From an optimization exercise on the open Yosys and OpenROAD flow, aimed at small area, a short achievable clock period and few clock cycles; shortcuts taken in it are not production practice.
No run shown here included a check of the RTL's function; only the layout flow was run.
The clock port is modelled as an ideal driver; clocking choices that lean on that would not hold on a real chip.

--- flow/design.v ---
module mac16e (input [15:0] m, input [3:0] one, input [3:0] two, input [3:0] neg, input [15:0] add, output [15:0] r);
  wire p1;
  wire p2;
  wire p3;
  wire p4;
  wire p5;
  wire p6;
  wire p7;
  wire p8;
  wire p9;
  wire p10;
  wire p11;
  wire p12;
  wire p13;
  wire p14;
  wire p15;
  wire p16;
  wire p17;
  wire p18;
  wire p19;
  wire p20;
  wire p21;
  wire p22;
  wire p23;
  wire p24;
  wire p25;
  wire p26;
  wire p27;
  wire p28;
  wire p29;
  wire p30;
  wire p31;
  wire p32;
  wire p33;
  wire p34;
  wire p35;
  wire p36;
  wire p37;
  wire p38;
  wire p39;
  wire p40;
  wire p41;
  wire p42;
  wire p43;
  wire p44;
  wire p45;
  wire p46;
  wire p47;
  wire p48;
  wire p49;
  wire p50;
  wire p51;
  wire p52;
  wire s53;
  wire c54;
  wire s55;
  wire c56;
  wire s57;
  wire c58;
  wire s59;
  wire c60;
  wire s61;
  wire c62;
  wire s63;
  wire c64;
  wire s65;
  wire c66;
  wire s67;
  wire c68;
  wire s69;
  wire c70;
  wire s71;
  wire c72;
  wire s73;
  wire c74;
  wire s75;
  wire c76;
  wire s77;
  wire c78;
  wire s79;
  wire c80;
  wire s81;
  wire c82;
  wire s83;
  wire c84;
  wire s85;
  wire c86;
  wire s87;
  wire c88;
  wire s89;
  wire c90;
  wire s91;
  wire c92;
  wire s93;
  wire c94;
  wire s95;
  wire c96;
  wire s97;
  wire c98;
  wire s99;
  wire c100;
  wire s101;
  wire c102;
  wire s103;
  wire c104;
  wire s105;
  wire c106;
  wire s107;
  wire c108;
  wire s109;
  wire c110;
  wire s111;
  wire c112;
  wire s113;
  wire c114;
  wire s115;
  wire c116;
  wire s117;
  wire c118;
  wire s119;
  wire c120;
  wire s121;
  wire c122;
  wire s123;
  wire c124;
  wire s125;
  wire c126;
  wire s127;
  wire c128;
  wire s129;
  wire c130;
  wire s131;
  wire c132;
  wire s133;
  wire c134;
  wire s135;
  wire c136;
  wire s137;
  wire c138;
  wire s139;
  wire c140;
  wire s141;
  wire c142;
  wire s143;
  wire c144;
  wire s145;
  wire c146;
  wire s147;
  wire c148;
  wire s149;
  wire s150;
  wire s151;
  wire s152;
  assign p1 = (one[0] & m[0]) ^ neg[0];
  assign p2 = ((one[0] & m[1]) | (two[0] & m[0])) ^ neg[0];
  assign p3 = ((one[0] & m[2]) | (two[0] & m[1])) ^ neg[0];
  assign p4 = ((one[0] & m[3]) | (two[0] & m[2])) ^ neg[0];
  assign p5 = ((one[0] & m[4]) | (two[0] & m[3])) ^ neg[0];
  assign p6 = ((one[0] & m[5]) | (two[0] & m[4])) ^ neg[0];
  assign p7 = ((one[0] & m[6]) | (two[0] & m[5])) ^ neg[0];
  assign p8 = ((one[0] & m[7]) | (two[0] & m[6])) ^ neg[0];
  assign p9 = ((one[0] & m[8]) | (two[0] & m[7])) ^ neg[0];
  assign p10 = ((one[0] & m[9]) | (two[0] & m[8])) ^ neg[0];
  assign p11 = ((one[0] & m[10]) | (two[0] & m[9])) ^ neg[0];
  assign p12 = ((one[0] & m[11]) | (two[0] & m[10])) ^ neg[0];
  assign p13 = ((one[0] & m[12]) | (two[0] & m[11])) ^ neg[0];
  assign p14 = ((one[0] & m[13]) | (two[0] & m[12])) ^ neg[0];
  assign p15 = ((one[0] & m[14]) | (two[0] & m[13])) ^ neg[0];
  assign p16 = ((one[0] & m[15]) | (two[0] & m[14])) ^ neg[0];
  assign p17 = (one[1] & m[0]) ^ neg[1];
  assign p18 = ((one[1] & m[1]) | (two[1] & m[0])) ^ neg[1];
  assign p19 = ((one[1] & m[2]) | (two[1] & m[1])) ^ neg[1];
  assign p20 = ((one[1] & m[3]) | (two[1] & m[2])) ^ neg[1];
  assign p21 = ((one[1] & m[4]) | (two[1] & m[3])) ^ neg[1];
  assign p22 = ((one[1] & m[5]) | (two[1] & m[4])) ^ neg[1];
  assign p23 = ((one[1] & m[6]) | (two[1] & m[5])) ^ neg[1];
  assign p24 = ((one[1] & m[7]) | (two[1] & m[6])) ^ neg[1];
  assign p25 = ((one[1] & m[8]) | (two[1] & m[7])) ^ neg[1];
  assign p26 = ((one[1] & m[9]) | (two[1] & m[8])) ^ neg[1];
  assign p27 = ((one[1] & m[10]) | (two[1] & m[9])) ^ neg[1];
  assign p28 = ((one[1] & m[11]) | (two[1] & m[10])) ^ neg[1];
  assign p29 = ((one[1] & m[12]) | (two[1] & m[11])) ^ neg[1];
  assign p30 = ((one[1] & m[13]) | (two[1] & m[12])) ^ neg[1];
  assign p31 = (one[2] & m[0]) ^ neg[2];
  assign p32 = ((one[2] & m[1]) | (two[2] & m[0])) ^ neg[2];
  assign p33 = ((one[2] & m[2]) | (two[2] & m[1])) ^ neg[2];
  assign p34 = ((one[2] & m[3]) | (two[2] & m[2])) ^ neg[2];
  assign p35 = ((one[2] & m[4]) | (two[2] & m[3])) ^ neg[2];
  assign p36 = ((one[2] & m[5]) | (two[2] & m[4])) ^ neg[2];
  assign p37 = ((one[2] & m[6]) | (two[2] & m[5])) ^ neg[2];
  assign p38 = ((one[2] & m[7]) | (two[2] & m[6])) ^ neg[2];
  assign p39 = ((one[2] & m[8]) | (two[2] & m[7])) ^ neg[2];
  assign p40 = ((one[2] & m[9]) | (two[2] & m[8])) ^ neg[2];
  assign p41 = ((one[2] & m[10]) | (two[2] & m[9])) ^ neg[2];
  assign p42 = ((one[2] & m[11]) | (two[2] & m[10])) ^ neg[2];
  assign p43 = (one[3] & m[0]) ^ neg[3];
  assign p44 = ((one[3] & m[1]) | (two[3] & m[0])) ^ neg[3];
  assign p45 = ((one[3] & m[2]) | (two[3] & m[1])) ^ neg[3];
  assign p46 = ((one[3] & m[3]) | (two[3] & m[2])) ^ neg[3];
  assign p47 = ((one[3] & m[4]) | (two[3] & m[3])) ^ neg[3];
  assign p48 = ((one[3] & m[5]) | (two[3] & m[4])) ^ neg[3];
  assign p49 = ((one[3] & m[6]) | (two[3] & m[5])) ^ neg[3];
  assign p50 = ((one[3] & m[7]) | (two[3] & m[6])) ^ neg[3];
  assign p51 = ((one[3] & m[8]) | (two[3] & m[7])) ^ neg[3];
  assign p52 = ((one[3] & m[9]) | (two[3] & m[8])) ^ neg[3];
  assign s53 = neg[0] ^ p1;
  assign c54 = neg[0] & p1;
  assign s55 = p2 ^ c54;
  assign c56 = p2 & c54;
  assign s57 = neg[1] ^ p3 ^ p17;
  assign c58 = (neg[1] & p3) | (neg[1] & p17) | (p3 & p17);
  assign s59 = add[2] ^ c56;
  assign c60 = add[2] & c56;
  assign s61 = p4 ^ p18 ^ c58;
  assign c62 = (p4 & p18) | (p4 & c58) | (p18 & c58);
  assign s63 = add[3] ^ c60;
  assign c64 = add[3] & c60;
  assign s65 = neg[2] ^ p5 ^ p19;
  assign c66 = (neg[2] & p5) | (neg[2] & p19) | (p5 & p19);
  assign s67 = p31 ^ add[4] ^ s65;
  assign c68 = (p31 & add[4]) | (p31 & s65) | (add[4] & s65);
  assign s69 = c62 ^ c64;
  assign c70 = c62 & c64;
  assign s71 = p6 ^ p20 ^ p32;
  assign c72 = (p6 & p20) | (p6 & p32) | (p20 & p32);
  assign s73 = c66 ^ add[5] ^ s71;
  assign c74 = (c66 & add[5]) | (c66 & s71) | (add[5] & s71);
  assign s75 = c68 ^ s73;
  assign c76 = c68 & s73;
  assign s77 = neg[3] ^ p7 ^ p21;
  assign c78 = (neg[3] & p7) | (neg[3] & p21) | (p7 & p21);
  assign s79 = p33 ^ p43 ^ c72;
  assign c80 = (p33 & p43) | (p33 & c72) | (p43 & c72);
  assign s81 = add[6] ^ s77 ^ c74;
  assign c82 = (add[6] & s77) | (add[6] & c74) | (s77 & c74);
  assign s83 = s79 ^ c76;
  assign c84 = s79 & c76;
  assign s85 = p8 ^ p22 ^ p34;
  assign c86 = (p8 & p22) | (p8 & p34) | (p22 & p34);
  assign s87 = p44 ^ c78 ^ add[7];
  assign c88 = (p44 & c78) | (p44 & add[7]) | (c78 & add[7]);
  assign s89 = s85 ^ c80 ^ s87;
  assign c90 = (s85 & c80) | (s85 & s87) | (c80 & s87);
  assign s91 = c82 ^ c84;
  assign c92 = c82 & c84;
  assign s93 = p9 ^ p23 ^ p35;
  assign c94 = (p9 & p23) | (p9 & p35) | (p23 & p35);
  assign s95 = p45 ^ c86 ^ add[8];
  assign c96 = (p45 & c86) | (p45 & add[8]) | (c86 & add[8]);
  assign s97 = s93 ^ c88 ^ s95;
  assign c98 = (s93 & c88) | (s93 & s95) | (c88 & s95);
  assign s99 = c90 ^ s97;
  assign c100 = c90 & s97;
  assign s101 = p10 ^ p24 ^ p36;
  assign c102 = (p10 & p24) | (p10 & p36) | (p24 & p36);
  assign s103 = p46 ^ c94 ^ add[9];
  assign c104 = (p46 & c94) | (p46 & add[9]) | (c94 & add[9]);
  assign s105 = s101 ^ c96 ^ s103;
  assign c106 = (s101 & c96) | (s101 & s103) | (c96 & s103);
  assign s107 = c98 ^ s105;
  assign c108 = c98 & s105;
  assign s109 = p11 ^ p25 ^ p37;
  assign c110 = (p11 & p25) | (p11 & p37) | (p25 & p37);
  assign s111 = p47 ^ c102 ^ add[10];
  assign c112 = (p47 & c102) | (p47 & add[10]) | (c102 & add[10]);
  assign s113 = s109 ^ c104 ^ s111;
  assign c114 = (s109 & c104) | (s109 & s111) | (c104 & s111);
  assign s115 = c106 ^ s113;
  assign c116 = c106 & s113;
  assign s117 = p12 ^ p26 ^ p38;
  assign c118 = (p12 & p26) | (p12 & p38) | (p26 & p38);
  assign s119 = p48 ^ c110 ^ add[11];
  assign c120 = (p48 & c110) | (p48 & add[11]) | (c110 & add[11]);
  assign s121 = s117 ^ c112 ^ s119;
  assign c122 = (s117 & c112) | (s117 & s119) | (c112 & s119);
  assign s123 = c114 ^ s121;
  assign c124 = c114 & s121;
  assign s125 = p13 ^ p27 ^ p39;
  assign c126 = (p13 & p27) | (p13 & p39) | (p27 & p39);
  assign s127 = p49 ^ c118 ^ add[12];
  assign c128 = (p49 & c118) | (p49 & add[12]) | (c118 & add[12]);
  assign s129 = s125 ^ c120 ^ s127;
  assign c130 = (s125 & c120) | (s125 & s127) | (c120 & s127);
  assign s131 = c122 ^ s129;
  assign c132 = c122 & s129;
  assign s133 = p14 ^ p28 ^ p40;
  assign c134 = (p14 & p28) | (p14 & p40) | (p28 & p40);
  assign s135 = p50 ^ c126 ^ add[13];
  assign c136 = (p50 & c126) | (p50 & add[13]) | (c126 & add[13]);
  assign s137 = s133 ^ c128 ^ s135;
  assign c138 = (s133 & c128) | (s133 & s135) | (c128 & s135);
  assign s139 = c130 ^ s137;
  assign c140 = c130 & s137;
  assign s141 = p15 ^ p29 ^ p41;
  assign c142 = (p15 & p29) | (p15 & p41) | (p29 & p41);
  assign s143 = p51 ^ c134 ^ add[14];
  assign c144 = (p51 & c134) | (p51 & add[14]) | (c134 & add[14]);
  assign s145 = s141 ^ c136 ^ s143;
  assign c146 = (s141 & c136) | (s141 & s143) | (c136 & s143);
  assign s147 = c138 ^ s145;
  assign c148 = c138 & s145;
  assign s149 = p16 ^ p30 ^ p42;
  assign s150 = p52 ^ c142 ^ add[15];
  assign s151 = s149 ^ c144 ^ s150;
  assign s152 = c146 ^ s151;
  assign r = {c148, c140, c132, c124, c116, c108, c100, c92, s89, s81, c70, s67, s61, s57, add[1], add[0]} + {s152, s147, s139, s131, s123, s115, s107, s99, s91, s83, s75, s69, s63, s59, s55, s53};
endmodule
module top_module2 (input [3:0] start_adress, input [7:0] data_in, input clock, input Start, input reset,
  output logic [15:0] out_put_det3, output logic Done, output logic [3:0] adress);
  logic [10:1] ph;             
  logic add_q0, add_q2;        
  logic [3:0] addr;            
  logic [7:0] dr;              
  logic [15:0] mr;             
  logic [3:0] b_one, b_two, b_neg;   
  logic [15:0] q1, q0;
  wire go = Done & Start;
  logic [3:0] step;
  always @(*) begin
    step = 4'd0;
    if (ph[1]) step = 4'd14;    
    if (ph[2]) step = 4'd1;
    if (ph[3]) step = 4'd14;    
    if (ph[4]) step = 4'd4;
    if (ph[5]) step = 4'd11;    
    if (ph[6]) step = 4'd8;
    if (ph[7]) step = 4'd14;    
    if (ph[8]) step = 4'd1;
  end
  assign adress = ({4{Done}} & start_adress) | addr;
  always @(posedge clock or posedge reset) begin
    if (reset) begin
      Done   <= 1'b1;
      ph     <= '0;
      add_q0 <= 1'b0;
      add_q2 <= 1'b1;
      addr   <= 4'd0;
    end else begin
      addr   <= go ? start_adress + 4'd4 : (~Done & ~ph[10]) ? addr + step : 4'd0;
      Done   <= Done ? ~Start : ph[10];
      ph     <= {ph[9:1], go};
      add_q0 <= ph[4] | ph[5] | ph[6];
      add_q2 <= ph[8] | ph[9] | ph[10] | (Done & ~Start);
    end
  end
  wire [15:0] add = ({16{add_q0}} & q0) | ({16{add_q2}} & out_put_det3);
  wire [15:0] r;
  mac16e mac (.m(mr), .one(b_one), .two(b_two), .neg(b_neg), .add(add), .r(r));
  wire sub_next = ph[2] | ph[4] | ph[6];
  wire op_next = ~Done & ~ph[10];    
  wire [8:0] de = {data_in, 1'b0};
  logic [3:0] e_one, e_two, e_neg;
  always @(*) begin
    for (int j = 0; j < 4; j++) begin
      e_one[j] = op_next & (de[2*j+1] ^ de[2*j]);
      e_two[j] = op_next & ((de[2*j+2] & ~de[2*j+1] & ~de[2*j]) | (~de[2*j+2] & de[2*j+1] & de[2*j]));
      e_neg[j] = op_next & (de[2*j+2] ^ sub_next);
    end
  end
  always @(posedge clock) begin
    dr <= data_in;
    b_one <= e_one;
    b_two <= e_two;
    b_neg <= e_neg;
    mr <= (ph[7] | ph[8] | ph[9]) ? q1 : {{8{dr[7]}}, dr};
    out_put_det3 <= r;
    q1 <= out_put_det3;
    q0 <= q1;
  end
endmodule
--- flow/flow/run.sh ---
#!/bin/bash
# The standard layout, with two changes: plain buffers (buf_2) on the ports
# instead of the default port buffer cell (every port still gets its buffer),
# and, after clock tree synthesis, a later clock for the output register
# (flow/skew.tcl), which ends the multiply-accumulate paths between registers.
set -euo pipefail
export BUFFER_PORTS_ARGS="-buffer_cell sky130_fd_sc_hd__buf_2"
bash standard.sh cts > standard_cts.log 2>&1
R=orfs/results/sky130hd/top_module2/base
cp $R/4_cts.odb $R/4_cts_noskew.odb
ODB_IN=$R/4_cts_noskew.odb ODB_OUT=$R/4_cts.odb SKEW_DLY_CELL=sky130_fd_sc_hd__clkdlybuf4s25_1 \
  openroad -no_init -exit flow/skew.tcl > skew.log 2>&1
bash standard.sh > standard.log 2>&1
--- flow/flow/skew.tcl ---
# Delays the clock of the output register (out_put_det3) by a delay buffer and a
# clock buffer inserted after its leaf clock buffer. The output register is the
# end of the multiply-accumulate paths between registers; its own paths to the
# output port only lose by this.
read_db $::env(ODB_IN)
set db [ord::get_db]
set block [ord::get_db_block]
set flops {}
foreach inst [$block getInsts] {
  if {[string match {out_put_det3*} [$inst getName]]} { lappend flops $inst }
}
puts "skew: [llength $flops] output register flip-flops"
set src [[[lindex $flops 0] findITerm CLK] getNet]
set n1 [odb::dbNet_create $block skew_net1]
set n2 [odb::dbNet_create $block skew_net2]
$n1 setSigType CLOCK
$n2 setSigType CLOCK
set b1 [odb::dbInst_create $block [$db findMaster $::env(SKEW_DLY_CELL)] skew_dly]
set b2 [odb::dbInst_create $block [$db findMaster sky130_fd_sc_hd__clkbuf_16] skew_buf]
[$b1 findITerm A] connect $src
[$b1 findITerm X] connect $n1
[$b2 findITerm A] connect $n1
[$b2 findITerm X] connect $n2
set sx 0; set sy 0
foreach f $flops {
  set it [$f findITerm CLK]
  $it disconnect
  $it connect $n2
  set bb [$f getBBox]
  set sx [expr {$sx + [$bb xMin]}]; set sy [expr {$sy + [$bb yMin]}]
}
set cx [expr {int($sx / [llength $flops])}]; set cy [expr {int($sy / [llength $flops])}]
$b1 setLocation $cx $cy
$b1 setPlacementStatus PLACED
$b2 setLocation $cx $cy
$b2 setPlacementStatus PLACED
global_connect
detailed_placement
check_placement -verbose
write_db $::env(ODB_OUT)
--- flow/standard.sh ---
#!/bin/bash
# synth_recipe.tcl (not shown) runs the flow's synth.tcl, then flattens the netlist and writes it again
# the make line also repeats each setting of config.mk as NAME=value (left out here)
make -C /OpenROAD-flow-scripts/flow DESIGN_CONFIG=/design/flow/config.mk WORK_HOME=/design/flow/orfs CLKGATE_MAP_FILE= SYNTH_SCRIPT=/design/flow/synth_recipe.tcl "${@:-finish}"
--- flow/config.mk ---
export PLATFORM = sky130hd
export DESIGN_NAME = top_module2
export DESIGN_NICKNAME = top_module2
export VERILOG_FILES = /design/flow/design.v
export SDC_FILE = /design/flow/constraint.sdc
export NUM_CORES = 4
export LEC_CHECK = 0
export CAP_MARGIN = 20
export CORE_MARGIN = 2
export CORE_UTILIZATION = 40
export HOLD_SLACK_MARGIN = 0.15
export SETUP_SLACK_MARGIN = 3.2
export SLEW_MARGIN = 20
--- flow/constraint.sdc ---
create_clock -name core_clock -period 7.0 [get_ports {clock}]
set_input_delay 1.4000 -clock core_clock [delete_from_list [all_inputs] [get_ports {clock}]]
set_output_delay 1.4000 -clock core_clock [all_outputs]
set_load 0.01 [all_outputs]
==> flow_summary.html, run 1 <==
<table>
<tr><th>Metric</th><th>Value</th></tr>
<tr><th colspan="2">Global routing</th></tr>
<tr><td>Global-route wire length before repair</td><td>19620 µm</td></tr>
<tr><td>Pin count of the biggest net entering global routing</td><td>18</td></tr>
<tr><td>Overall global routing resource usage</td><td>roughly 17%</td></tr>
<tr><td>GRT overflow</td><td>0</td></tr>
<tr><td>Vias in the first global route</td><td>between 3000 and 4000</td></tr>
<tr><td>Initial antenna violation count</td><td>0</td></tr>
<tr><th colspan="2">Clock network</th></tr>
<tr><td>Clock buffers created by TritonCTS</td><td>9</td></tr>
<tr><td>Clock latency at the later pin of the worst-skew pair</td><td>~0.86 ns</td></tr>
<tr><td>Worst-path clk slew</td><td>approximately 0.090 ns</td></tr>
<tr><td>Buffer type at the clock tree root</td><td>sky130_fd_sc_hd__clkbuf_16</td></tr>
<tr><td>Maximum level of the CTS H-tree</td><td>3</td></tr>
<tr><td>Count of clock tree sinks</td><td>101</td></tr>
<tr><td>Buffer depth of the longest clock path</td><td>2</td></tr>
<tr><td>TritonCTS clock tree</td><td>yes</td></tr>
<tr><th colspan="2">Logic synthesis</th></tr>
<tr><td>EDFF count, synth</td><td>0</td></tr>
<tr><td>Post-synth net total</td><td>638</td></tr>
<tr><td>Leading register cell type out of synthesis</td><td>sky130_fd_sc_hd__dfxtp_1</td></tr>
<tr><td>Mean Syn Cell Area</td><td>10.01 µm²</td></tr>
<tr><td>Synth warn</td><td>1</td></tr>
<tr><td>Cell area after synthesis</td><td>0.005578 mm²</td></tr>
<tr><td>Fraction of the yosys area taken by sequential cells</td><td>37.82%</td></tr>
<tr><td>Async set or reset register ratio after synthesis</td><td>16.83%</td></tr>
<tr><td>Synthesized netlist cell count</td><td>~560</td></tr>
<tr><td>Flop and latch count out of synthesis</td><td>101</td></tr>
<tr><td>Number of unique standard cell types used by synthesis</td><td>41</td></tr>
<tr><th colspan="2">Die</th></tr>
<tr><td>Core area</td><td>0.01377 mm²</td></tr>
<tr><td>I/O pin total</td><td>36</td></tr>
<tr><td>DIE WIDTH</td><td>122.1 µm</td></tr>
<tr><td>Placement Rows</td><td>between 40 and 50</td></tr>
<tr><td>Starting density of the core</td><td>40.50%</td></tr>
<tr><td>Die Footprint</td><td>approximately 0.015 mm²</td></tr>
<tr><td>Die span in y</td><td>between 100 and 150 µm</td></tr>
<tr><th colspan="2">Worst setup path</th></tr>
<tr><td>Worst-path maximum fanout</td><td>14</td></tr>
<tr><td>Startpoint of the worst-slack reg-to-reg timing path</td><td>b_one[1]</td></tr>
<tr><td>Critical Path End</td><td>out_put_det3[14]</td></tr>
<tr><td>Arrival @ worst endpoint</td><td>4.09 ns</td></tr>
<tr><td>Slack of the worst reg-to-reg path</td><td>3.71 ns</td></tr>
<tr><td>Source of the critical timing path</td><td>b_one[1]</td></tr>
<tr><td>End of the worst register-to-register path</td><td>out_put_det3[14]</td></tr>
<tr><td>Sort of element at the end of the critical path</td><td>flip-flop</td></tr>
<tr><td>Type of the setup path with the least slack</td><td>reg2reg</td></tr>
<tr><td>Sort of element at the start of the critical path</td><td>flip-flop</td></tr>
<tr><td>Reg2Reg Depth</td><td>14</td></tr>
<tr><td>Critical Path RT</td><td>7.80 ns</td></tr>
<tr><th colspan="2">STA</th></tr>
<tr><td>Count of final setup violators</td><td>0</td></tr>
<tr><td>Number of max-slew violations in the final report</td><td>0</td></tr>
<tr><td>Clock Skews</td><td>about 0.52 ns</td></tr>
<tr><td>Setup repair after global routing missed its margin</td><td>false</td></tr>
<tr><td>Max transition margin</td><td>45.67%</td></tr>
<tr><td>Total negative setup slack</td><td>0 ns</td></tr>
<tr><td>Setup slack after layout</td><td>~3.7 ns</td></tr>
<tr><td>Final Hold Viols</td><td>0</td></tr>
<tr><td>Final worst path period share</td><td>~47%</td></tr>
<tr><td>Least-Margin Pin Slew</td><td>0.8150 ns</td></tr>
<tr><td>FMAX</td><td>0.3041 GHz</td></tr>
<tr><td>Post-layout min period</td><td>~3.3 ns</td></tr>
<tr><th colspan="2">Min path</th></tr>
<tr><td>Kind of path behind the tightest hold check</td><td>reg2reg</td></tr>
<tr><th colspan="2">Place</th></tr>
<tr><td>Worst setup timing slack at the placement stage</td><td>between 2 and 3 ns</td></tr>
<tr><td>Placed standard-cell area</td><td>0.005868 mm²</td></tr>
<tr><td>Buffers on Ports</td><td>35</td></tr>
<tr><td>Dpl hpwl</td><td>between 8000 and 9000 µm</td></tr>
<tr><td>Gp weighted congestion</td><td>between 0.9 and 1</td></tr>
<tr><th colspan="2">Final layout</th></tr>
<tr><td>Area delta synth-&gt;final</td><td>14.80%</td></tr>
<tr><td>Commonest non-fill, non-tap cell in the layout</td><td>sky130_fd_sc_hd__dfxtp_1</td></tr>
<tr><td>Number of nets at the end of the flow</td><td>~660</td></tr>
<tr><td>Antenna diode instance count</td><td>0</td></tr>
<tr><td>Share of layout cells above drive strength 1</td><td>18.26%</td></tr>
<tr><td>Utilization of the core after routing</td><td>46.49%</td></tr>
<tr><td>Non-Filler Cell Area, Final</td><td>roughly 0.0064 mm²</td></tr>
<tr><td>Most frequent cells in the layout</td><td>sky130_fd_sc_hd__dfxtp_1 (67), sky130_fd_sc_hd__xnor2_1 (56), sky130_fd_sc_hd__inv_1 (49)</td></tr>
<tr><th colspan="2">Route</th></tr>
<tr><td>Antenna violation net count after detailed routing</td><td>0</td></tr>
<tr><td>WL met3</td><td>504 µm</td></tr>
<tr><td>Routed length on met2</td><td>5674 µm</td></tr>
<tr><td>Violation count after the first detailed-routing iteration</td><td>206</td></tr>
<tr><td>Post-detailed-route DRC marker count</td><td>0</td></tr>
<tr><td>Wirelength per Cell</td><td>15.75 µm</td></tr>
<tr><td>Via density</td><td>~5.0</td></tr>
<tr><td>Top sig layer</td><td>met4</td></tr>
<tr><td>Routed wire length</td><td>approximately 12000 µm</td></tr>
<tr><td>Total routed wire length on the met1 layer</td><td>roughly 5700 µm</td></tr>
<tr><td>Count of vias placed by the detailed router</td><td>3859</td></tr>
<tr><td>1st-pass router iterations</td><td>4</td></tr>
<tr><th colspan="2">Run status</th></tr>
<tr><td>Result of the run</td><td>timing/DRC/antenna clean</td></tr>
<tr><th colspan="2">Run</th></tr>
<tr><td>Max-cap violations</td><td>0</td></tr>
</table>
[registers in the layout, indices dropped and copies added (netlist names)]
| signal | cells |
|---|---|
| Done | 1 |
| add_q0 | 1 |
| add_q2 | 1 |
| addr | 4 |
| b_neg | 4 |
| b_one | 4 |
| b_two | 4 |
| dr | 8 |
| mr | 16 |
| out_put_det3 | 16 |
| ph | 10 |
| q0 | 16 |
| q1 | 16 |
[stage by stage]
stage | hold slack [ns] | instances
floorplan | 0.3306 | 557
CTS | 0.3539 | 763
finish | 0.3254 | 766
global placement | 0.3363 | 739
global route | 0.3598 | 766
detailed placement | 0.3387 | 739
[cell usage after synthesis, types with 2 or more instances]
cell,n,area (µm²)
sky130_fd_sc_hd__clkbuf_1,24,90.09
sky130_fd_sc_hd__buf_6,3,33.78
sky130_fd_sc_hd__o21ai_1,3,15.01
sky130_fd_sc_hd__mux2i_1,2,20.02
sky130_fd_sc_hd__nand2b_1,4,25.02
sky130_fd_sc_hd__inv_2,2,7.510
sky130_fd_sc_hd__or3_1,2,12.51
sky130_fd_sc_hd__dfstp_2,2,52.55
sky130_fd_sc_hd__fa_1,34,680.7
sky130_fd_sc_hd__a22o_1,12,105.1
sky130_fd_sc_hd__nand2_1,36,135.1
sky130_fd_sc_hd__nor3_1,9,45.04
sky130_fd_sc_hd__dfxtp_1,84,1682
sky130_fd_sc_hd__o21a_1,5,37.54
sky130_fd_sc_hd__a21o_1,16,120.1
sky130_fd_sc_hd__dfrtp_1,15,375.4
sky130_fd_sc_hd__buf_1,3,11.26
sky130_fd_sc_hd__nor3_2,2,20.02
sky130_fd_sc_hd__xnor2_1,58,508.0
sky130_fd_sc_hd__a22oi_1,53,397.9
sky130_fd_sc_hd__ha_1,32,400.4
sky130_fd_sc_hd__o22ai_1,2,12.51
sky130_fd_sc_hd__and2_1,3,18.77
sky130_fd_sc_hd__nor2_1,39,146.4
sky130_fd_sc_hd__xor2_1,22,192.7
sky130_fd_sc_hd__a21oi_1,18,90.09
sky130_fd_sc_hd__inv_1,49,183.9
sky130_fd_sc_hd__buf_2,4,20.02
sky130_fd_sc_hd__nor2b_1,4,25.02
sky130_fd_sc_hd__o21ai_0,4,20.02
[cells by family (layout without fill, tap and decap cells)]
| logic type | Yosys count | after routing | synth area share (%) |
|---|---|---|---|
| AO/OA/AOI/OAI | 120 | 120 | 15.55 |
| adder cells (fa/ha/maj) | 66 | 66 | 19.38 |
| XOR/XNOR | 80 | 80 | 12.56 |
| flip-flops | 101 | 101 | 37.82 |
| multiplexers | 2 | 2 | 0.3589 |
| buffers and inverters | 85 | 114 | 6.214 |
| AND/OR/NAND/NOR | 103 | 103 | 8.120 |
[area by class of cell]
type | instances | area (µm²)
Buffer | 2 | 35.03
Tap cell | 180 | 225.2
Clock inverter | 5 | 43.79
Clock buffer | 11 | 232.7
Fill cell | 1330 | 7370
Timing Repair Buffer | 45 | 252.7
Inverter | 51 | 191.4
Multi-Input combinational cell | 371 | 3262
Sequential cell | 101 | 2161
[worst min-delay path by stage]
| stage | startpoint | endpoint | slack (ns) | cells past startpoint |
|---|---|---|---|---|
| 6_report | mr[0] | out_put_det3[0] | 0.33 | 2 |
| 5_1_grt | q1[0] | q0[0] | 0.36 | 0 |
| 4_1_cts | q1[13] | q0[13] | 0.35 | 0 |
| 3_5_place_dp | q1[6] | q0[6] | 0.34 | 0 |
| 3_3_place_gp | q1[3] | q0[3] | 0.34 | 0 |
| 2_1_floorplan | q1[0] | q0[0] | 0.33 | 0 |
[critical path, stage by stage, from the launching register on]
cell,delay (ns)
sky130_fd_sc_hd__dfxtp_4,0.46
sky130_fd_sc_hd__a22oi_2,0.11
sky130_fd_sc_hd__xnor2_1,0.16
sky130_fd_sc_hd__fa_2,0.38
sky130_fd_sc_hd__fa_1,0.54
sky130_fd_sc_hd__inv_1,0.05
sky130_fd_sc_hd__fa_1,0.47
sky130_fd_sc_hd__inv_1,0.04
sky130_fd_sc_hd__ha_1,0.31
sky130_fd_sc_hd__ha_4,0.31
sky130_fd_sc_hd__nand3_2,0.12
sky130_fd_sc_hd__a2111oi_4,0.39
sky130_fd_sc_hd__nor3_2,0.11
sky130_fd_sc_hd__a21oi_2,0.14
sky130_fd_sc_hd__xor2_1,0.14
[per-layer routing]
| metal | vias up | global-route usage (%) |
|---|---|---|
| met4 | 0 | 6.968 |
| met2 | 68 | 27.20 |
| met3 | 12 | 4.167 |
| li1 | 1895 | - |
| met5 | - | 0 |
| met1 | 1884 | 23.29 |
[what timing repair did]
| action | 4_1_cts | 5_1_grt |
|---|---|---|
| hold buffers | 0 | 1 |
| buffers inserted | 8 | 0 |
| hold endpoints to repair | 0 | 1 |
| gates resized for setup | 48 | 0 |
| setup endpoints to repair | 9 | 0 |
==> run 2: changes to the inputs <==
--- a/flow/flow/run.sh
+++ b/flow/flow/run.sh
@@ -8,6 +8,6 @@
 bash standard.sh cts > standard_cts.log 2>&1
 R=orfs/results/sky130hd/top_module2/base
 cp $R/4_cts.odb $R/4_cts_noskew.odb
-ODB_IN=$R/4_cts_noskew.odb ODB_OUT=$R/4_cts.odb SKEW_DLY_CELL=sky130_fd_sc_hd__clkdlybuf4s25_1 \
+ODB_IN=$R/4_cts_noskew.odb ODB_OUT=$R/4_cts.odb SKEW_DLY_CELL=sky130_fd_sc_hd__clkdlybuf4s50_1 \
   openroad -no_init -exit flow/skew.tcl > skew.log 2>&1
 bash standard.sh > standard.log 2>&1
==> run 2 against run 1 <==
Against the previous run:
- maximum frequency up 2.4%
- first-iteration DRC count down 16%
- hold slack worse by 0.21 ns
- area after synthesis unchanged
- largest cell class unchanged
- die area unchanged
- sequential share of layout area down 0.11 points
- setup slack better by 0.077 ns
- final cell count up 0.26%
- critical path depth down 11
- register-to-register slack better by 0.08 ns
- clock skew up 0.22 ns
- global-route usage unchanged
==> flow_summary.html, run 2 <==
<table>
<tr><th>Metric</th><th>Value</th></tr>
<tr><th colspan="2">Die</th></tr>
<tr><td>DIE WIDTH</td><td>~120 µm</td></tr>
<tr><td>Starting density of the core</td><td>between 40% and 50%</td></tr>
<tr><td>Core area</td><td>0.01377 mm²</td></tr>
<tr><td>I/O pin total</td><td>36</td></tr>
<tr><td>Placement Rows</td><td>43</td></tr>
<tr><td>Die span in y</td><td>~120 µm</td></tr>
<tr><td>Die Footprint</td><td>around 0.015 mm²</td></tr>
<tr><th colspan="2">Global routing</th></tr>
<tr><td>Vias in the first global route</td><td>3829</td></tr>
<tr><td>Met3 demand-to-capacity share in global routing</td><td>under 10%</td></tr>
<tr><td>Global-route wire length before repair</td><td>19620 µm</td></tr>
<tr><td>Pin count of the biggest net entering global routing</td><td>18</td></tr>
<tr><td>Overall global routing resource usage</td><td>about 17%</td></tr>
<tr><td>Highest-utilization routing layer at the global route stage</td><td>met2</td></tr>
<tr><td>Met2 track demand over resource in global routing</td><td>between 20 and 30%</td></tr>
<tr><td>Met1 track demand over resource in global routing</td><td>23.29%</td></tr>
<tr><td>Initial antenna violation count</td><td>0</td></tr>
<tr><td>GRT overflow</td><td>0</td></tr>
<tr><th colspan="2">Route</th></tr>
<tr><td>Routed wire length</td><td>roughly 12000 µm</td></tr>
<tr><td>Via density</td><td>slightly above 5</td></tr>
<tr><td>Count of vias placed by the detailed router</td><td>3884</td></tr>
<tr><td>1st-pass router iterations</td><td>4</td></tr>
<tr><td>Antenna violation net count after detailed routing</td><td>0</td></tr>
<tr><td>Wirelength per Cell</td><td>15.75 µm</td></tr>
<tr><td>Violation count after the first detailed-routing iteration</td><td>between 150 and 200</td></tr>
<tr><td>Post-detailed-route DRC marker count</td><td>0</td></tr>
<tr><th colspan="2">Final layout</th></tr>
<tr><td>Multi-input combinational cell area</td><td>0.003262 mm²</td></tr>
<tr><td>FF+latch area</td><td>0.002161 mm²</td></tr>
<tr><td>Area delta synth-&gt;final</td><td>15.16%</td></tr>
<tr><td>Share of layout cells above drive strength 1</td><td>18.20%</td></tr>
<tr><td>Commonest non-fill, non-tap cell in the layout</td><td>sky130_fd_sc_hd__dfxtp_1</td></tr>
<tr><td>Number of nets at the end of the flow</td><td>664</td></tr>
<tr><td>Most frequent cells in the layout</td><td>sky130_fd_sc_hd__dfxtp_1 (67), sky130_fd_sc_hd__xnor2_1 (56), sky130_fd_sc_hd__inv_1 (49)</td></tr>
<tr><td>Antenna diode instance count</td><td>0</td></tr>
<tr><td>Fillcell total</td><td>1329</td></tr>
<tr><th colspan="2">Worst setup path</th></tr>
<tr><td>Critical Path RT</td><td>5.60 ns</td></tr>
<tr><td>Sort of element at the end of the critical path</td><td>output port</td></tr>
<tr><td>Type of the setup path with the least slack</td><td>in2out</td></tr>
<tr><td>Startpoint of the worst-slack reg-to-reg timing path</td><td>out_put_det3[10]</td></tr>
<tr><td>Arrival @ worst endpoint</td><td>1.81 ns</td></tr>
<tr><td>List of cells traversed by the critical path</td><td>buf_2, a21o_1, buf_2</td></tr>
<tr><td>Worst-path maximum fanout</td><td>3</td></tr>
<tr><td>Slowest stage cell, crit path</td><td>sky130_fd_sc_hd__a21o_1</td></tr>
<tr><td>Sort of element at the start of the critical path</td><td>input pin</td></tr>
<tr><td>CP Buf/Inv Count</td><td>2</td></tr>
<tr><td>Cell family with the largest share of critical-path delay</td><td>buffers and inverters</td></tr>
<tr><td>Cell repeated most along the worst path</td><td>sky130_fd_sc_hd__buf_2</td></tr>
<tr><td>Critical Path Max Stage Delay</td><td>0.17 ns</td></tr>
<tr><td>Reg2Reg Depth</td><td>12</td></tr>
<tr><td>End of the worst register-to-register path</td><td>out_put_det3[14]</td></tr>
<tr><td>Slack of the worst reg-to-reg path</td><td>around 3.8 ns</td></tr>
<tr><th colspan="2">Clock network</th></tr>
<tr><td>Worst-path clk slew</td><td>approximately 0.09 ns</td></tr>
<tr><td>Maximum level of the CTS H-tree</td><td>3</td></tr>
<tr><td>Count of clock tree sinks</td><td>101</td></tr>
<tr><td>Clock latency at the later pin of the worst-skew pair</td><td>1.09 ns</td></tr>
<tr><td>Buffer depth of the longest clock path</td><td>2</td></tr>
<tr><td>Clock buffers created by TritonCTS</td><td>9</td></tr>
<tr><td>Buffer type at the clock tree root</td><td>sky130_fd_sc_hd__clkbuf_16</td></tr>
<tr><td>TritonCTS clock tree</td><td>yes</td></tr>
<tr><th colspan="2">Logic synthesis</th></tr>
<tr><td>Leading register cell type out of synthesis</td><td>sky130_fd_sc_hd__dfxtp_1</td></tr>
<tr><td>List of most frequent post-synthesis cells</td><td>sky130_fd_sc_hd__dfxtp_1 (84), sky130_fd_sc_hd__xnor2_1 (58), sky130_fd_sc_hd__a22oi_1 (53)</td></tr>
<tr><td>Synthesized netlist cell count</td><td>557</td></tr>
<tr><td>Cell area after synthesis</td><td>between 0.005 and 0.006 mm²</td></tr>
<tr><td>Fraction of the yosys area taken by sequential cells</td><td>37.82%</td></tr>
<tr><td>Mean Syn Cell Area</td><td>10.01 µm²</td></tr>
<tr><td>Biggest area consumer among synthesized cells</td><td>sky130_fd_sc_hd__dfxtp_1</td></tr>
<tr><td>Most repeated cell in the gate-level netlist after synthesis</td><td>sky130_fd_sc_hd__dfxtp_1</td></tr>
<tr><td>Area fraction of the dominant cell type after synthesis</td><td>30.15%</td></tr>
<tr><td>Synth warn</td><td>1</td></tr>
<tr><td>EDFF count, synth</td><td>0</td></tr>
<tr><td>Async set or reset register ratio after synthesis</td><td>16.83%</td></tr>
<tr><td>Number of unique standard cell types used by synthesis</td><td>slightly above 40</td></tr>
<tr><td>Ranking of synthesized cells by area</td><td>sky130_fd_sc_hd__dfxtp_1 (30%), sky130_fd_sc_hd__fa_1 (12%), sky130_fd_sc_hd__xnor2_1 (9.1%)</td></tr>
<tr><td>Flop and latch count out of synthesis</td><td>101</td></tr>
<tr><td>Post-synth net total</td><td>638</td></tr>
<tr><th colspan="2">Min path</th></tr>
<tr><td>Hold Path Stages</td><td>4</td></tr>
<tr><td>Kind of path behind the tightest hold check</td><td>reg2reg</td></tr>
<tr><td>Critical hold path startpoint</td><td>q0[2]</td></tr>
<tr><td>Worst hold endpoint</td><td>out_put_det3[2]</td></tr>
<tr><th colspan="2">STA</th></tr>
<tr><td>Final worst path period share</td><td>roughly 46%</td></tr>
<tr><td>Setup repair after global routing missed its margin</td><td>false</td></tr>
<tr><td>Count of final setup violators</td><td>0</td></tr>
<tr><td>Total negative setup slack</td><td>0 ns</td></tr>
<tr><td>Clock Skews</td><td>0.7477 ns</td></tr>
<tr><td>Post-layout min period</td><td>3.211 ns</td></tr>
<tr><td>FMAX</td><td>0.3114 GHz</td></tr>
<tr><td>Max transition margin</td><td>46.08%</td></tr>
<tr><td>Final Hold Viols</td><td>0</td></tr>
<tr><td>Least-Margin Pin Slew</td><td>roughly 0.81 ns</td></tr>
<tr><td>Number of max-slew violations in the final report</td><td>0</td></tr>
<tr><th colspan="2">Run</th></tr>
<tr><td>Max-cap violations</td><td>0</td></tr>
<tr><th colspan="2">Place</th></tr>
<tr><td>Dpl hpwl</td><td>8730 µm</td></tr>
<tr><td>Gp weighted congestion</td><td>0.9045</td></tr>
<tr><td>Buffers on Ports</td><td>35</td></tr>
<tr><th colspan="2">Run status</th></tr>
<tr><td>Result of the run</td><td>timing/DRC/antenna clean</td></tr>
</table>
-- run 2: cells by family after synthesis --
group | synth area share, %
compound gates | 15.55
xor+xnor | 12.56
fa+ha+maj | 19.38
buf+inv | 6.214
flops | 37.82
mux | 0.3589
simple gates | 8.120
-- run 2: final cells by class --
class                      instances  area share, %
multi-input combinational        371          50.78
clock buffer                      11          3.623
timing repair buffer              47          4.246
sequential                       101          33.64
inverter                          51          2.980
buffer                             2         0.5454
tap                              180          3.506
clock inverter                     5         0.6817
-- run 2: tightest hold or removal path, stage by stage, from the launching register on --
cell	delay [ns]
sky130_fd_sc_hd__dfxtp_1	0.31
sky130_fd_sc_hd__a22o_1	0.14
sky130_fd_sc_hd__ha_1	0.13
sky130_fd_sc_hd__ha_1	0.17
sky130_fd_sc_hd__xnor2_1	0.07
-- run 2: worst max-delay path by stage --
stage               slack (ns)  depth (start not counted)          endpoint              from
floorplan                 3.17                         17  out_put_det3[15]          b_one[0]
global placement          2.60                         13  out_put_det3[14]          b_neg[0]
detailed placement        2.54                         13  out_put_det3[14]          b_neg[0]
CTS                       3.20                         16  out_put_det3[14]             mr[9]
global route              3.66                         14  out_put_det3[14]  out_put_det3[10]
finish                    3.79                          3         adress[2]   start_adress[2]
-- run 2: metal layers --
layer | vias to the layer above | wire [µm]
met4 | 0 | 238
met2 | 73 | 5654
met5 | - | 0
met3 | 16 | 502
met1 | 1893 | 5702
li1 | 1902 | -
-- run 2: what timing repair did --
item,in CTS,in global routing
endpoints found under the setup margin,9,0
hold buffers,0,3
setup buffers,8,0
endpoints found under the hold margin,0,2
resized for setup,48,0
-- run 2: per-stage QoR --
| stage | setup WS (ns) | instances | util [%] | area (µm²) | hold slack (ns) |
|---|---|---|---|---|---|
| 2_1_floorplan | 3.172 | 557 | - | 5670 | 0.3306 |
| 3_3_place_gp | 2.596 | 739 | 42.61 | 5868 | 0.3363 |
| 3_5_place_dp | 2.536 | 739 | 42.61 | 5868 | 0.3387 |
| 4_1_cts | 3.203 | 763 | 46.17 | 6359 | 0.3539 |
| 5_1_grt | 3.663 | 768 | 46.64 | 6424 | 0.1596 |
| 6_report | 3.789 | 768 | 46.64 | 6424 | 0.1180 |

[afterwards: timing with drivers on the ports]
Ports are ideal in the flow. The routed layouts listed here were re-timed in OpenROAD. Step 1 (the two cells are an assumption about what drives the block):
set clk [get_ports {clock}]
set_driving_cell -lib_cell sky130_fd_sc_hd__clkbuf_16 $clk
set_driving_cell -lib_cell sky130_fd_sc_hd__buf_2 [delete_from_list [all_inputs] $clk]
Step 2, shift: input delay + t, output delay - t, t = (earliest + latest rising clock arrival at the registers) / 2. This alone moves slack from input paths to output paths. Slacks: ideal / step 1 / step 2; pairs: ideal / step 1.
| run | t (ns) | setup WS [ns] | hold slack, ns | latest minus earliest clock arrival (ns) | slew at the worst register clock pin (ns) |
|---|---|---|---|---|---|
| run 1 | 0.641 | 3.712 / 3.712 / 3.712 | 0.325 / 0.325 / 0.325 | 0.526 / 0.527 | 0.09 / 0.09 |
| run 2 | 0.755 | 3.789 / 3.771 / 3.771 | 0.118 / 0.118 / 0.118 | 0.750 / 0.750 | 0.09 / 0.09 |
In run 1 and run 2 the clock reaches the registers at very different times; t lies between them, and the last value is a rough guide only. For run 2, which loses most, drivers alone change the setup slack by -0.018 ns; drivers and shift together by -0.018 ns.
